From an optimization exercise on the open Yosys and OpenROAD flow, aimed at small area and a short achievable clock period; shortcuts taken in it are not production practice.

==> flow/design.v <==
`timescale 1ns / 1ps
module lab4_2( 
              input wire      mode,
              input wire[2:0] opCode,
              input wire[3:0] value,
              input clk,
              input reset,
              output reg[9:0] result,
              output reg cacheFull,
              output reg invalidOp,
              output reg overflow);
    reg [6:0] mem[0:31];
    reg [9:0] p1;       
    reg [5:0] cnt;      
    reg [3:0] start;    
    reg [4:0] idx;      
    reg [6:0] cur;      
    wire [2:0] cop = cur[6:4];
    wire [3:0] cv  = cur[3:0];
    wire full   = cnt[5];
    wire empty  = (cnt == 6'd0);
    wire valid  = (opCode[1:0] != 2'b11);
    wire store  = !mode && !full && valid;
    wire exec   = mode && !empty;
    wire arith  = !(cop[2] & cop[1]);
    wire [11:0] sum  = result + cv + (cop[0] ? p1 : 10'd0);
    wire [13:0] plo = ({4'd0, result[0] ? p1        : 10'd0})
                    + ({4'd0, result[1] ? p1[8:0]   :  9'd0, 1'b0})
                    + ({4'd0, result[2] ? p1[7:0]   :  8'd0, 2'b0})
                    + ({4'd0, result[3] ? p1[6:0]   :  7'd0, 3'b0})
                    + ({4'd0, result[4] ? p1[5:0]   :  6'd0, 4'b0})
                    + ({4'd0, result[5] ? p1[4:0]   :  5'd0, 5'b0})
                    + ({4'd0, result[6] ? p1[3:0]   :  4'd0, 6'b0})
                    + ({4'd0, result[7] ? p1[2:0]   :  3'd0, 7'b0})
                    + ({4'd0, result[8] ? p1[1:0]   :  2'd0, 8'b0})
                    + ({4'd0, result[9] ? p1[0]     :  1'd0, 9'b0})
                    + cv;
    wire [9:0] p1or = {p1[9], p1[9] | p1[8], p1[9] | p1[8] | p1[7],
                       |p1[9:6], |p1[9:5], |p1[9:4], |p1[9:3], |p1[9:2], |p1[9:1], |p1[9:0]};
    wire phi = (result[1] & p1or[9]) | (result[2] & p1or[8]) | (result[3] & p1or[7])
             | (result[4] & p1or[6]) | (result[5] & p1or[5]) | (result[6] & p1or[4])
             | (result[7] & p1or[3]) | (result[8] & p1or[2]) | (result[9] & p1or[1]);
    wire [20:0] prod = {|plo[13:10] | phi, 10'd0, plo[9:0]};
    wire [3:0]  pop  = result[0] + result[1] + result[2] + result[3] + result[4]
                     + result[5] + result[6] + result[7] + result[8] + result[9];
    wire [9:0]  rev  = {result[0], result[1], result[2], result[3], result[4],
                        result[5], result[6], result[7], result[8], result[9]};
    reg [9:0] nres;
    reg       novf;
    always @* begin
        case ({cop[2], cop[1]})
            2'b00: begin nres = sum[9:0];  novf = |sum[11:10]; end
            2'b01: begin nres = prod[9:0]; novf = prod[20]; end
            default: begin
                nres = cop[0] ? rev : {6'd0, pop};
                novf = 1'b0;
            end
        endcase
    end
    wire [3:0] nstart = (cop == 3'd6) ? cv : start;
    wire [5:0] inc    = {1'b0, idx} + 6'd1;
    wire [4:0] nidx   = exec ? ((inc == cnt) ? {1'b0, nstart} : inc[4:0]) : idx;
    always @(posedge clk) begin
        if (store)
            mem[cnt[4:0]] <= {opCode, value};
        cur <= empty ? {opCode, value} : mem[nidx];
    end
    always @(posedge clk or posedge reset) begin
        if (reset) begin
            result    <= 10'd0;
            p1        <= 10'd0;
            overflow  <= 1'b0;
            cacheFull <= 1'b0;
            invalidOp <= 1'b0;
            cnt       <= 6'd0;
            start     <= 4'd0;
            idx       <= 5'd0;
        end else begin
            if (!mode) begin
                if (full)
                    cacheFull <= 1'b1;
                else begin
                    invalidOp <= !valid;
                    if (valid) cnt <= cnt + 6'd1;
                end
            end
            idx <= nidx;
            if (exec) begin
                start <= nstart;
                if (arith) begin
                    result   <= nres;
                    p1       <= result;
                    if (!cop[2]) overflow <= novf;
                    else overflow <= 1'b0;
                end
            end
        end
    end
endmodule
make LEC_CHECK=0 CAP_MARGIN=20 CORE_MARGIN=2 CORE_UTILIZATION=40 SLEW_MARGIN=20 finish   # period 8.0 ns
run.sh (not shown) runs the stock make flow with config.mk's settings and CLKGATE_MAP_FILE= SYNTH_SCRIPT=/design/flow/synth_recipe.tcl, a recipe that flattens the netlist after the stock synthesis.
The baseline completed without violations.
Then changed:
--- a/flow/design.v
+++ b/flow/design.v
@@ -12,4 +12,5 @@
     reg [6:0] mem[0:31];
     reg [9:0] p1;       
+    reg [11:0] p1x3;    
     reg [5:0] cnt;      
     reg [3:0] start;    
@@ -25,14 +26,25 @@
     wire arith  = !(cop[2] & cop[1]);
     wire [11:0] sum  = result + cv + (cop[0] ? p1 : 10'd0);
-    wire [13:0] plo = ({4'd0, result[0] ? p1        : 10'd0})
-                    + ({4'd0, result[1] ? p1[8:0]   :  9'd0, 1'b0})
-                    + ({4'd0, result[2] ? p1[7:0]   :  8'd0, 2'b0})
-                    + ({4'd0, result[3] ? p1[6:0]   :  7'd0, 3'b0})
-                    + ({4'd0, result[4] ? p1[5:0]   :  6'd0, 4'b0})
-                    + ({4'd0, result[5] ? p1[4:0]   :  5'd0, 5'b0})
-                    + ({4'd0, result[6] ? p1[3:0]   :  4'd0, 6'b0})
-                    + ({4'd0, result[7] ? p1[2:0]   :  3'd0, 7'b0})
-                    + ({4'd0, result[8] ? p1[1:0]   :  2'd0, 8'b0})
-                    + ({4'd0, result[9] ? p1[0]     :  1'd0, 9'b0})
+    function [9:0] row;
+        input [1:0] d;
+        input [9:0] b;
+        input [9:0] b3;
+        case (d)
+            2'd0: row = 10'd0;
+            2'd1: row = b;
+            2'd2: row = {b[8:0], 1'b0};
+            default: row = b3;
+        endcase
+    endfunction
+    wire [9:0] r0 = row(result[1:0], p1, p1x3[9:0]);
+    wire [9:0] r1 = row(result[3:2], p1, p1x3[9:0]);
+    wire [9:0] r2 = row(result[5:4], p1, p1x3[9:0]);
+    wire [9:0] r3 = row(result[7:6], p1, p1x3[9:0]);
+    wire [9:0] r4 = row(result[9:8], p1, p1x3[9:0]);
+    wire [12:0] plo = {3'd0, r0}
+                    + {3'd0, r1[7:0], 2'd0}
+                    + {3'd0, r2[5:0], 4'd0}
+                    + {3'd0, r3[3:0], 6'd0}
+                    + {3'd0, r4[1:0], 8'd0}
                     + cv;
     wire [9:0] p1or = {p1[9], p1[9] | p1[8], p1[9] | p1[8] | p1[7],
@@ -41,5 +53,10 @@
              | (result[4] & p1or[6]) | (result[5] & p1or[5]) | (result[6] & p1or[4])
              | (result[7] & p1or[3]) | (result[8] & p1or[2]) | (result[9] & p1or[1]);
-    wire [20:0] prod = {|plo[13:10] | phi, 10'd0, plo[9:0]};
+    wire thi = (result[1:0] == 2'd3 && p1x3[11:10] != 2'd0)
+             | (result[3:2] == 2'd3 && p1x3[11:8]  != 4'd0)
+             | (result[5:4] == 2'd3 && p1x3[11:6]  != 6'd0)
+             | (result[7:6] == 2'd3 && p1x3[11:4]  != 8'd0)
+             | (result[9:8] == 2'd3 && p1x3[11:2]  != 10'd0);
+    wire [20:0] prod = {|plo[12:10] | phi | thi, 10'd0, plo[9:0]};
     wire [3:0]  pop  = result[0] + result[1] + result[2] + result[3] + result[4]
                      + result[5] + result[6] + result[7] + result[8] + result[9];
@@ -61,8 +78,15 @@
     wire [5:0] inc    = {1'b0, idx} + 6'd1;
     wire [4:0] nidx   = exec ? ((inc == cnt) ? {1'b0, nstart} : inc[4:0]) : idx;
+    reg [6:0] rdat;
+    integer k;
+    always @* begin
+        rdat = 7'd0;
+        for (k = 0; k < 32; k = k + 1)
+            rdat = rdat | (mem[k] & {7{nidx == k}});
+    end
     always @(posedge clk) begin
         if (store)
             mem[cnt[4:0]] <= {opCode, value};
-        cur <= empty ? {opCode, value} : mem[nidx];
+        cur <= empty ? {opCode, value} : rdat;
     end
     always @(posedge clk or posedge reset) begin
@@ -70,4 +94,5 @@
             result    <= 10'd0;
             p1        <= 10'd0;
+            p1x3      <= 12'd0;
             overflow  <= 1'b0;
             cacheFull <= 1'b0;
@@ -91,4 +116,5 @@
                     result   <= nres;
                     p1       <= result;
+                    p1x3     <= {2'd0, result} + {1'b0, result, 1'b0};
                     if (!cop[2]) overflow <= novf;
                     else overflow <= 1'b0;
- The new run passed the timing, DRC and antenna checks
- die area rises by 4.4%
- global-route usage rises by 7.6 points
- via count rises by 35%
- first-iteration DRC count rises to 2.6 times its value
- hold slack loses 0.019 ns
- setup slack loses 0.66 ns
- wire length rises by 53%
- utilization rises by 0.76 points
- synthesized area rises by 4.5%
No functional check of the RTL was part of any run of this note.

port drivers added, routing unchanged:
The results above use ideal ports. As a check the final layouts listed here were re-extracted and re-timed, cells and wires unchanged.
Step 1 assumes that a clkbuf_16 drives the clock port and a buf_2 every other input.
Step 2 also shifts input and output timing later by t, the mid clock arrival at the registers, as if the neighbouring blocks saw the same clock.
Three values: no drivers, after step 1, after step 2; two values: the first two.
run | t (ns) | setup slack, ns | worst hold slack (ns) | clock arrival spread, ns | worst data-port slew with drivers (ns)
the first run | 0.574 | 3.051 / 3.051 / 3.051 | 0.496 / 0.496 / 0.496 | 0.010 / 0.010 | 0.04
the second run | 0.636 | 2.388 / 2.410 / 1.774 | 0.477 / 0.477 / 0.477 | 0.014 / 0.014 | 0.03
After both steps every run listed still meets setup and hold. The setup slack of the second run, which loses most, moves by +0.022 ns with the drivers and by -0.614 ns with both steps.
